This design comes from an exercise in tuning for small area, a short achievable clock period and few clock cycles per item on the open sky130 flow, not from production work. Power figures rest on the tool's default switching activity, not on a simulated workload.

Setup of oak:
==> flow/design.v <==
`timescale 1ns / 1ps
module bin2BCD(
    input           clk,
    input           rst,
    input           en,
    input   [11:0]  bin_d_in,
    output  [15:0]  bcd_d_out,
    output          rdy
    );
    function [3:0] add3;
        input [3:0] d;
        reg o3;
        begin
            o3 = d[3] | (d[2] & (d[1] | d[0]));
            add3[3] = o3;
            add3[2] = (d[2] & ~d[1] & ~d[0]) | (d[3] & d[0]);
            add3[1] = (d[3] & ~d[0]) | (d[1] & ~d[2]) | (d[1] & d[0]);
            add3[0] = d[0] ^ o3;
        end
    endfunction
    function [27:0] step;
        input [27:0] x;
        begin
            step = {add3(x[27:24]), add3(x[23:20]), add3(x[19:16]), add3(x[15:12]), x[11:0]} << 1;
        end
    endfunction
    reg  [27:0] s1, s2;
    reg  [25:11] mid;
    reg         result_rdy;
    integer i;
    always @(*) begin
        s1 = {16'b0, bin_d_in};
        for (i = 0; i < 11; i = i + 1)
            s1 = step(s1);
    end
    always @(posedge clk) begin
        mid        <= s1[25:11];
        result_rdy <= en & ~rst;
    end
    always @(*) begin
        s2 = 28'b0;
        s2[25:11] = mid;
        for (i = 11; i < 12; i = i + 1)
            s2 = step(s2);
    end
    assign bcd_d_out = s2[27:12];
    assign rdy       = result_rdy;
endmodule
make LEC_CHECK=0 ABC_AREA=1 CAP_MARGIN=20 CORE_MARGIN=2 CORE_UTILIZATION=40 SLEW_MARGIN=20 finish   # period 5.0 ns
run.sh (not shown) runs the stock make flow with config.mk's settings and CLKGATE_MAP_FILE= SYNTH_SCRIPT=/design/flow/synth_recipe.tcl, a recipe that flattens the netlist after the stock synthesis.
Edits applied to the flow inputs when going from oak to pine:
diff --git a/flow/design.v b/flow/design.v
--- a/flow/design.v
+++ b/flow/design.v
@@ -23,26 +23,26 @@
         begin
             step = {add3(x[27:24]), add3(x[23:20]), add3(x[19:16]), add3(x[15:12]), x[11:0]} << 1;
         end
     endfunction
     reg  [27:0] s1, s2;
-    reg  [25:11] mid;
+    reg  [21:8] mid;
     reg         result_rdy;
     integer i;
     always @(*) begin
         s1 = {16'b0, bin_d_in};
-        for (i = 0; i < 11; i = i + 1)
+        for (i = 0; i < 8; i = i + 1)
             s1 = step(s1);
     end
     always @(posedge clk) begin
-        mid        <= s1[25:11];
+        mid        <= s1[21:8];
         result_rdy <= en & ~rst;
     end
     always @(*) begin
         s2 = 28'b0;
-        s2[25:11] = mid;
-        for (i = 11; i < 12; i = i + 1)
+        s2[21:8] = mid;
+        for (i = 8; i < 12; i = i + 1)
             s2 = step(s2);
     end
     assign bcd_d_out = s2[27:12];
     assign rdy       = result_rdy;
 endmodule
==> comparison <==
- Hold slack, oak and pine: larger value in pine
- Peak clock frequency supported by timing grows by a few percent when moving from oak to pine.
- Combinational group share of total power (pine over oak): increase, 10 points
- In pine, cell area is lower than in oak.
- oak and pine ended up with nearly the same number of clock buffers in the layout.
- Compared to oak, the routing of pine uses less wire.
- When the final numbers for oak and pine were put side by side, the register fraction of the total cell area turned out to be smaller in pine.
- Horizontal extent of the die ends up higher on oak.
- Taking oak as the reference, in pine area growth from synthesis to layout grew by 0.27 points, first-iteration DRC count grew by 11.
- pine vs. oak: largest incremental delay on the critical path went down by 0.02 ns.
- Taking oak as the reference point, the total routed wire length on the met1 layer of pine rises by 3.2%.
- Between oak and pine, area of the mapped netlist is lower for pine, oak comes in above that.
Function was not checked in any run of this note: the RTL went through the layout flow alone.

========
bin2BCD, a different RTL version from the one above (not shown whole).
Size in the first run: roughly 210 cells after synthesis, roughly 15 flip-flops, roughly 32 I/O pins, about 0.0013 mm2 of cells after synthesis.
==> module bin2BCD, before the edit <==
module bin2BCD(
    input           clk,
    input           rst,
    input           en,
    input   [11:0]  bin_d_in,
    output  [15:0]  bcd_d_out,
    output          rdy
    );
    function [3:0] add3;
        input [3:0] d;
        reg o3;
        begin
            o3 = d[3] | (d[2] & (d[1] | d[0]));
            add3[3] = o3;
            add3[2] = (d[2] & ~d[1] & ~d[0]) | (d[3] & d[0]);
            add3[1] = (d[3] & ~d[0]) | (d[1] & ~d[2]) | (d[1] & d[0]);
            add3[0] = d[0] ^ o3;
        end
    endfunction
    function [27:0] step;
        input [27:0] x;
        begin
            step = {add3(x[27:24]), add3(x[23:20]), add3(x[19:16]), add3(x[15:12]), x[11:0]} << 1;
        end
    endfunction
    reg  [27:0] s1, s2;
    reg  [22:9] mid;
    reg         result_rdy;
    integer i;
    always @(*) begin
        s1 = {16'b0, bin_d_in};
        for (i = 0; i < 9; i = i + 1)
            s1 = step(s1);
    end
    always @(posedge clk) begin
        mid        <= s1[22:9];
        result_rdy <= en & ~rst;
    end
    always @(*) begin
        s2 = 28'b0;
        s2[22:9] = mid;
        for (i = 9; i < 12; i = i + 1)
            s2 = step(s2);
    end
    assign bcd_d_out = s2[27:12];
    assign rdy       = result_rdy;
endmodule
make LEC_CHECK=0 ABC_AREA=1 CAP_MARGIN=20 CORE_MARGIN=2 CORE_UTILIZATION=40 SLEW_MARGIN=20 finish   # period 5.0 ns
The first run produced a clean layout.
Change:
--- a/flow/design.v
+++ b/flow/design.v
@@ -26,20 +26,20 @@
     endfunction
     reg  [27:0] s1, s2;
-    reg  [22:9] mid;
+    reg  [18:6] mid;
     reg         result_rdy;
     integer i;
     always @(*) begin
         s1 = {16'b0, bin_d_in};
-        for (i = 0; i < 9; i = i + 1)
+        for (i = 0; i < 6; i = i + 1)
             s1 = step(s1);
     end
     always @(posedge clk) begin
-        mid        <= s1[22:9];
+        mid        <= s1[18:6];
         result_rdy <= en & ~rst;
     end
     always @(*) begin
         s2 = 28'b0;
-        s2[22:9] = mid;
-        for (i = 9; i < 12; i = i + 1)
+        s2[18:6] = mid;
+        for (i = 6; i < 12; i = i + 1)
             s2 = step(s2);
     end
=> Worst setup slack gets worse by 0.37 ns; power rises by 18%; cell count goes up by 4.9%; cell area increases by 6.1%; non-clock buffer count is unchanged; global-route usage goes down by 1.2 points; maximum frequency came out lower by 9.0%; routed wire length climbs by 0.76%; die area climbs by 6.4%.
Function was not checked in any run of this note: the RTL went through the layout flow alone.

==> re-timing with driven ports <==
In the flow no input, the clock included, has a driving cell. The finished layouts below were timed again as built, in two steps. Step 1 assumes that a clkbuf_16 drives the clock port and a buf_2 every other input. Step 2 times the ports against the registers' clock, not the clock port: input delays grow and output delays shrink by t, the midpoint of the rising clock arrivals with the driver on. Three values: no drivers, after step 1, after step 2; two values: the first two.
run	t, ns	slack for setup (ns)	worst data-port slew with drivers (ns)
oak	0.296	1.244 / 1.241 / 0.944	0.03
pine	0.287	1.427 / 1.407 / 1.694	0.04
the first run of note 2	0.289	1.245 / 1.225 / 1.515	0.04
the second run of note 2	0.295	0.872 / 0.854 / 1.149	0.03
After both steps every run listed still meets setup and hold. For oak, which loses most, drivers alone change the setup slack by -0.003 ns; drivers and shift together by -0.300 ns.
